This is an optimization exercise on Yosys and OpenROAD, whose aim is small area, not a production implementation. Function was checked by simulation only, so behaviour that the tests miss may differ from the original. The flow treats the clock pin as an ideal source, which a real chip does not have. Power is estimated from default activity; no workload was simulated.

## the previous run
==> flow/design.v <==
module pokey_advanced (
    input clk,               
    input enable_179mhz,     
    input reset_n,           
    input [3:0] addr,
    input [7:0] din,
    input we,
    output reg audio_pwm
);
    reg [7:0] audf0, audf1, audf2, audf3;
    wire [7:0] naudf0 = ~audf0;
    wire [7:0] naudf1 = ~audf1;
    wire [7:0] naudf2 = ~audf2;
    wire [7:0] naudf3 = ~audf3;
    reg [3:0] vol0, vol1, vol2, vol3;
    reg [1:0] dist0, dist1, dist2, dist3;    
    reg       use_15khz, link_34, link_12, fast3, fast1;
    wire [7:0] wd  = din & {8{reset_n}};
    wire [8:0] sel;
    assign sel[0] = ~reset_n | (we & addr == 4'd0);
    assign sel[1] = ~reset_n | (we & addr == 4'd1);
    assign sel[2] = ~reset_n | (we & addr == 4'd2);
    assign sel[3] = ~reset_n | (we & addr == 4'd3);
    assign sel[4] = ~reset_n | (we & addr == 4'd4);
    assign sel[5] = ~reset_n | (we & addr == 4'd5);
    assign sel[6] = ~reset_n | (we & addr == 4'd6);
    assign sel[7] = ~reset_n | (we & addr == 4'd7);
    assign sel[8] = ~reset_n | (we & addr == 4'd8);
    always @(posedge clk) begin
        if (sel[0]) audf0 <= wd;
        if (sel[1]) {dist0, vol0} <= {wd[7], wd[5], wd[3:0]};
        if (sel[2]) audf1 <= wd;
        if (sel[3]) {dist1, vol1} <= {wd[7], wd[5], wd[3:0]};
        if (sel[4]) audf2 <= wd;
        if (sel[5]) {dist2, vol2} <= {wd[7], wd[5], wd[3:0]};
        if (sel[6]) audf3 <= wd;
        if (sel[7]) {dist3, vol3} <= {wd[7], wd[5], wd[3:0]};
        if (sel[8]) {fast1, fast3, link_12, link_34, use_15khz} <= {wd[6], wd[5], wd[4], wd[3], wd[0]};
    end
    reg       pb;
    reg [3:0] pa;    
    reg [5:0] pc;    
    reg       en_d;  
    always @(posedge clk) begin
        en_d <= enable_179mhz & reset_n;
        if (!reset_n) begin
            pb <= 1'b0;
            pa <= 4'd0;
            pc <= 6'd0;
        end else if (enable_179mhz) begin
            pb <= ~pb;
            if (pb) begin
                pa <= (pa == 4'd13) ? 4'd0 : pa + 4'd1;
                pc <= (pc == 6'd56) ? 6'd0 : pc + 6'd1;
            end
        end
    end
    wire tick_64khz = en_d & ~pb & (pa == 4'd0);
    wire tick_15khz = en_d & ~pb & (pc == 6'd0);
    reg [4:0]  poly5;
    reg [16:0] poly17;
    always @(posedge clk) begin
        if (!reset_n) begin
            poly5  <= 5'b10101;
            poly17 <= 17'b10101010101010101;
        end else if (enable_179mhz) begin
            poly5  <= {poly5[3:0],  ~(poly5[4] ^ poly5[2])};
            poly17 <= {poly17[15:0], ~(poly17[16] ^ poly17[4])};
        end
    end
    wire p5 = poly5[4];
    wire p17 = poly17[16];
    wire base_tick = use_15khz ? tick_15khz : tick_64khz;
    wire t0 = fast1 ? enable_179mhz : base_tick;
    wire t1 = base_tick & ~link_12;
    wire t2 = fast3 ? enable_179mhz : base_tick;
    wire t3 = base_tick & ~link_34;
    localparam [7:0] PM = 8'hAA;
    reg [15:0] q0, q2;
    reg [7:0]  q1, q3;
    wire [15:0] nc0 = q0 ^ {PM, PM};
    wire [15:0] nc2 = q2 ^ {PM, PM};
    wire [7:0]  nc1 = q1 ^ PM;
    wire [7:0]  nc3 = q3 ^ PM;
    reg [3:0]  chan_out;
    wire [16:0] b0, b2;
    wire [8:0]  b1, b3;
    assign b0[0] = t0;
    assign b1[0] = t1;
    assign b2[0] = t2;
    assign b3[0] = t3;
    genvar g;
    generate
        for (g = 0; g < 16; g = g + 1) begin : bw
            assign b0[g+1] = b0[g] & nc0[g];
            assign b2[g+1] = b2[g] & nc2[g];
        end
        for (g = 0; g < 8; g = g + 1) begin : bn
            assign b1[g+1] = b1[g] & nc1[g];
            assign b3[g+1] = b3[g] & nc3[g];
        end
    endgenerate
    wire ld0 = b0[16];
    wire ld1 = b1[8];
    wire ld2 = b2[16];
    wire ld3 = b3[8];
    wire [15:0] nload0 = {naudf1 | {8{~link_12}}, naudf0};
    wire [15:0] nload2 = {naudf3 | {8{~link_34}}, naudf2};
    reg rst_d;
    always @(posedge clk) begin
        rst_d <= ~reset_n;
        q0 <= ((nc0 ^ b0[15:0]) | (nload0 & {16{ld0 | rst_d}})) ^ {PM, PM};
        q1 <= ((nc1 ^ b1[7:0])  | (naudf1 & {8{ld1 | rst_d}})) ^ PM;
        q2 <= ((nc2 ^ b2[15:0]) | (nload2 & {16{ld2 | rst_d}})) ^ {PM, PM};
        q3 <= ((nc3 ^ b3[7:0])  | (naudf3 & {8{ld3 | rst_d}})) ^ PM;
    end
    function nxt(input [1:0] d, input o, input a17, input a5);
        nxt = (d == 2'b11) ? ~o : ((d[0] | a17) & (d[1] | a5));
    endfunction
    always @(posedge clk) begin
        if (!reset_n) chan_out <= 4'd0;
        else begin
            if (ld0) chan_out[0] <= nxt(dist0, chan_out[0], p17, p5);
            if (ld1) chan_out[1] <= nxt(dist1, chan_out[1], p17, p5);
            if (ld2) chan_out[2] <= nxt(dist2, chan_out[2], p17, p5);
            if (ld3) chan_out[3] <= nxt(dist3, chan_out[3], p17, p5);
        end
    end
    wire [3:0] a = ~(vol0 & {4{chan_out[0]}});
    wire [3:0] b = ~(vol1 & {4{chan_out[1]}});
    wire [3:0] d = ~(vol2 & {4{chan_out[2]}});
    wire [3:0] e = ~(vol3 & {4{chan_out[3]}});
    reg  [5:0] p;    
    function [1:0] fa(input x, input y, input z);    
        fa = {(x & y) | (x & z) | (y & z), x ^ y ^ z};
    endfunction
    function maj(input x, input y, input z);
        maj = (x & y) | (x & z) | (y & z);
    endfunction
    wire [1:0] f00 = fa(a[0], b[0], d[0]);
    wire       c01 = maj(f00[0], e[0], p[0]);
    wire [1:0] f10 = fa(a[1], b[1], d[1]);
    wire [1:0] f11 = fa(e[1], p[1], f00[1]);
    wire       c12 = maj(f10[0], f11[0], c01);
    wire [1:0] f20 = fa(a[2], b[2], d[2]);
    wire [1:0] f21 = fa(e[2], p[2], f10[1]);
    wire [1:0] f22 = fa(f20[0], f21[0], f11[1]);
    wire       c23 = f22[0] | c12;                   
    wire [1:0] f30 = fa(a[3], b[3], d[3]);
    wire [1:0] f31 = fa(e[3], p[3], f20[1]);
    wire [1:0] f32 = fa(f21[1], f22[1], c23);
    wire       c33 = maj(f30[0], f31[0], f32[0]);
    wire [1:0] f40 = fa(p[4], f30[1], f31[1]);
    wire       c41 = maj(f40[0], f32[1], c33);
    wire       c50 = maj(p[5], f40[1], c41);
    always @(posedge clk) begin
        if (!reset_n) begin
            p <= 6'd0;
            audio_pwm <= 1'b0;
        end else begin
            p <= p + 6'd1;
            audio_pwm <= ~c50;
        end
    end
endmodule
==> flow/config.mk <==
export PLATFORM = sky130hd
export DESIGN_NAME = pokey_advanced
export DESIGN_NICKNAME = pokey_advanced
export VERILOG_FILES = /design/flow/design.v
export SDC_FILE = /design/flow/constraint.sdc
export NUM_CORES = 4
export LEC_CHECK = 0
export ABC_AREA = 1
export CAP_MARGIN = 20
export CORE_MARGIN = 2
export CORE_UTILIZATION = 40
export SLEW_MARGIN = 20
==> flow/constraint.sdc <==
create_clock -name core_clock -period 6.0 [get_ports {clk}]
set_input_delay 1.2000 -clock core_clock [delete_from_list [all_inputs] [get_ports {clk}]]
set_output_delay 1.2000 -clock core_clock [all_outputs]
set_load 0.01 [all_outputs]
standard.sh (not shown) runs the stock make flow with config.mk's settings and CLKGATE_MAP_FILE= SYNTH_SCRIPT=/design/flow/synth_recipe.tcl, a recipe that flattens the netlist after the stock synthesis.
==> flow/flow/run.sh <==
#!/bin/bash
# Standard ORFS synthesis, then the combinational logic between the
# registers re-mapped by ABC for area (registers and full adders kept as they
# are), then the standard ORFS layout with clkbuf_4 clock buffers (upsized
# after CTS where a leaf's slew is high), no dummy clock loads, and the
# smallest buffer on each port.
set -euo pipefail
export CTS_ARGS="-sink_clustering_enable -repair_clock_nets -dont_use_dummy_load -buf_list {sky130_fd_sc_hd__clkbuf_4}"
export POST_CTS_TCL=$PWD/flow/post_cts.tcl
export CLK_LEAF_SLEW=0.112
export BUFFER_PORTS_ARGS="-buffer_cell sky130_fd_sc_hd__buf_1"
R=orfs/results/$FLOW_PLATFORM/pokey_advanced/base
bash standard.sh synth > synth_make.log 2>&1
cp $R/1_2_yosys.v $R/1_2_yosys_std.v
export RESYN_IN=$R/1_2_yosys_std.v RESYN_OUT=$R/1_2_yosys.v
export RESYN_LIB=$FLOW_HOME/platforms/sky130hd/lib/sky130_fd_sc_hd__tt_025C_1v80.lib
export RESYN_ABC=$PWD/flow/area.abc
yosys -c flow/resyn.tcl > resyn.log 2>&1
rm -f $R/1_synth.odb $R/1_synth.sdc
bash standard.sh > flow_make.log 2>&1
Other scripts of this flow, unchanged in this note and not shown: flow/flow/area.abc, flow/flow/post_cts.tcl, flow/flow/resyn.tcl
Inputs modified between the previous run and the current run:
--- a/flow/design.v
+++ b/flow/design.v
@@ -5,19 +5,21 @@
     input [3:0] addr,
     input [7:0] din,
     input we,
     output reg audio_pwm
 );
-    reg [7:0] audf0, audf1, audf2, audf3;
-    wire [7:0] naudf0 = ~audf0;
-    wire [7:0] naudf1 = ~audf1;
-    wire [7:0] naudf2 = ~audf2;
-    wire [7:0] naudf3 = ~audf3;
+    localparam [7:0] PM = 8'h55;
+    reg [7:0] raudf0, raudf1, raudf2, raudf3;
+    wire [7:0] naudf0 = raudf0 ^ PM;
+    wire [7:0] naudf1 = raudf1 ^ PM;
+    wire [7:0] naudf2 = raudf2 ^ PM;
+    wire [7:0] naudf3 = raudf3 ^ PM;
     reg [3:0] vol0, vol1, vol2, vol3;
     reg [1:0] dist0, dist1, dist2, dist3;    
     reg       use_15khz, link_34, link_12, fast3, fast1;
     wire [7:0] wd  = din & {8{reset_n}};
+    wire [7:0] wdn = ~wd;
     wire [8:0] sel;
     assign sel[0] = ~reset_n | (we & addr == 4'd0);
     assign sel[1] = ~reset_n | (we & addr == 4'd1);
     assign sel[2] = ~reset_n | (we & addr == 4'd2);
     assign sel[3] = ~reset_n | (we & addr == 4'd3);
@@ -25,17 +27,17 @@
     assign sel[5] = ~reset_n | (we & addr == 4'd5);
     assign sel[6] = ~reset_n | (we & addr == 4'd6);
     assign sel[7] = ~reset_n | (we & addr == 4'd7);
     assign sel[8] = ~reset_n | (we & addr == 4'd8);
     always @(posedge clk) begin
-        if (sel[0]) audf0 <= wd;
+        if (sel[0]) raudf0 <= wdn ^ PM;
         if (sel[1]) {dist0, vol0} <= {wd[7], wd[5], wd[3:0]};
-        if (sel[2]) audf1 <= wd;
+        if (sel[2]) raudf1 <= wdn ^ PM;
         if (sel[3]) {dist1, vol1} <= {wd[7], wd[5], wd[3:0]};
-        if (sel[4]) audf2 <= wd;
+        if (sel[4]) raudf2 <= wdn ^ PM;
         if (sel[5]) {dist2, vol2} <= {wd[7], wd[5], wd[3:0]};
-        if (sel[6]) audf3 <= wd;
+        if (sel[6]) raudf3 <= wdn ^ PM;
         if (sel[7]) {dist3, vol3} <= {wd[7], wd[5], wd[3:0]};
         if (sel[8]) {fast1, fast3, link_12, link_34, use_15khz} <= {wd[6], wd[5], wd[4], wd[3], wd[0]};
     end
     reg       pb;
     reg [3:0] pa;    
@@ -73,11 +75,10 @@
     wire base_tick = use_15khz ? tick_15khz : tick_64khz;
     wire t0 = fast1 ? enable_179mhz : base_tick;
     wire t1 = base_tick & ~link_12;
     wire t2 = fast3 ? enable_179mhz : base_tick;
     wire t3 = base_tick & ~link_34;
-    localparam [7:0] PM = 8'hAA;
     reg [15:0] q0, q2;
     reg [7:0]  q1, q3;
     wire [15:0] nc0 = q0 ^ {PM, PM};
     wire [15:0] nc2 = q2 ^ {PM, PM};
     wire [7:0]  nc1 = q1 ^ PM;
@@ -104,17 +105,15 @@
     wire ld1 = b1[8];
     wire ld2 = b2[16];
     wire ld3 = b3[8];
     wire [15:0] nload0 = {naudf1 | {8{~link_12}}, naudf0};
     wire [15:0] nload2 = {naudf3 | {8{~link_34}}, naudf2};
-    reg rst_d;
     always @(posedge clk) begin
-        rst_d <= ~reset_n;
-        q0 <= ((nc0 ^ b0[15:0]) | (nload0 & {16{ld0 | rst_d}})) ^ {PM, PM};
-        q1 <= ((nc1 ^ b1[7:0])  | (naudf1 & {8{ld1 | rst_d}})) ^ PM;
-        q2 <= ((nc2 ^ b2[15:0]) | (nload2 & {16{ld2 | rst_d}})) ^ {PM, PM};
-        q3 <= ((nc3 ^ b3[7:0])  | (naudf3 & {8{ld3 | rst_d}})) ^ PM;
+        q0 <= ((nc0 ^ b0[15:0]) | (nload0 & {16{ld0}}) | {16{~reset_n}}) ^ {PM, PM};
+        q1 <= ((nc1 ^ b1[7:0])  | (naudf1 & {8{ld1}})  | {8{~reset_n}}) ^ PM;
+        q2 <= ((nc2 ^ b2[15:0]) | (nload2 & {16{ld2}}) | {16{~reset_n}}) ^ {PM, PM};
+        q3 <= ((nc3 ^ b3[7:0])  | (naudf3 & {8{ld3}})  | {8{~reset_n}}) ^ PM;
     end
     function nxt(input [1:0] d, input o, input a17, input a5);
         nxt = (d == 2'b11) ? ~o : ((d[0] | a17) & (d[1] | a5));
     endfunction
     always @(posedge clk) begin
==> run notes <==
- Compared to the previous run, the current run was floorplanned on a bigger die.
- Going from the previous run to the current run, number of cells on the critical path now sits higher; setup slack now sits lower.
- The higher relative contribution of the clock network to total power of the previous run and the current run is in the current run.
- Taking the current run over the previous run, the final instance count without filler cells ratio works out to 1.05.
- Final weighted congestion in routability-driven placement grows slightly when moving from the previous run to the current run.
- Of the two values seen for master of the slowest instance on the critical path, or4_1 was produced by the current run and nor3b_1 by the previous run.
- Against the previous run, cell leakage power in the current run came out better.

==> re-timing with driven ports <==
Ports are ideal in the flow. The routed layouts listed here were re-timed in OpenROAD. Step 1, drivers: a clkbuf_16 drives clk and a buf_2 each remaining input, both assumed. Step 2 adds t to the input delays and takes it off the output delays; t is the mean of the earliest and latest rising clock arrival at the registers after step 1. Input paths then give back, and output paths get back, about the clock's delay inside the block. a / b / c = ideal ports / drivers / drivers and shift; a / b = the first two.
run | shift t [ns] | setup slack, ns | pins driven straight from the clock port
the previous run | 0.439 | 1.324 / 1.324 / 1.011 | 1
the current run | 0.456 | 0.914 / 0.914 / 0.787 | 1
After both steps setup and hold are still met in every run listed. For the previous run, which loses most, drivers alone change the setup slack by 0.000 ns; drivers and shift together by -0.313 ns.
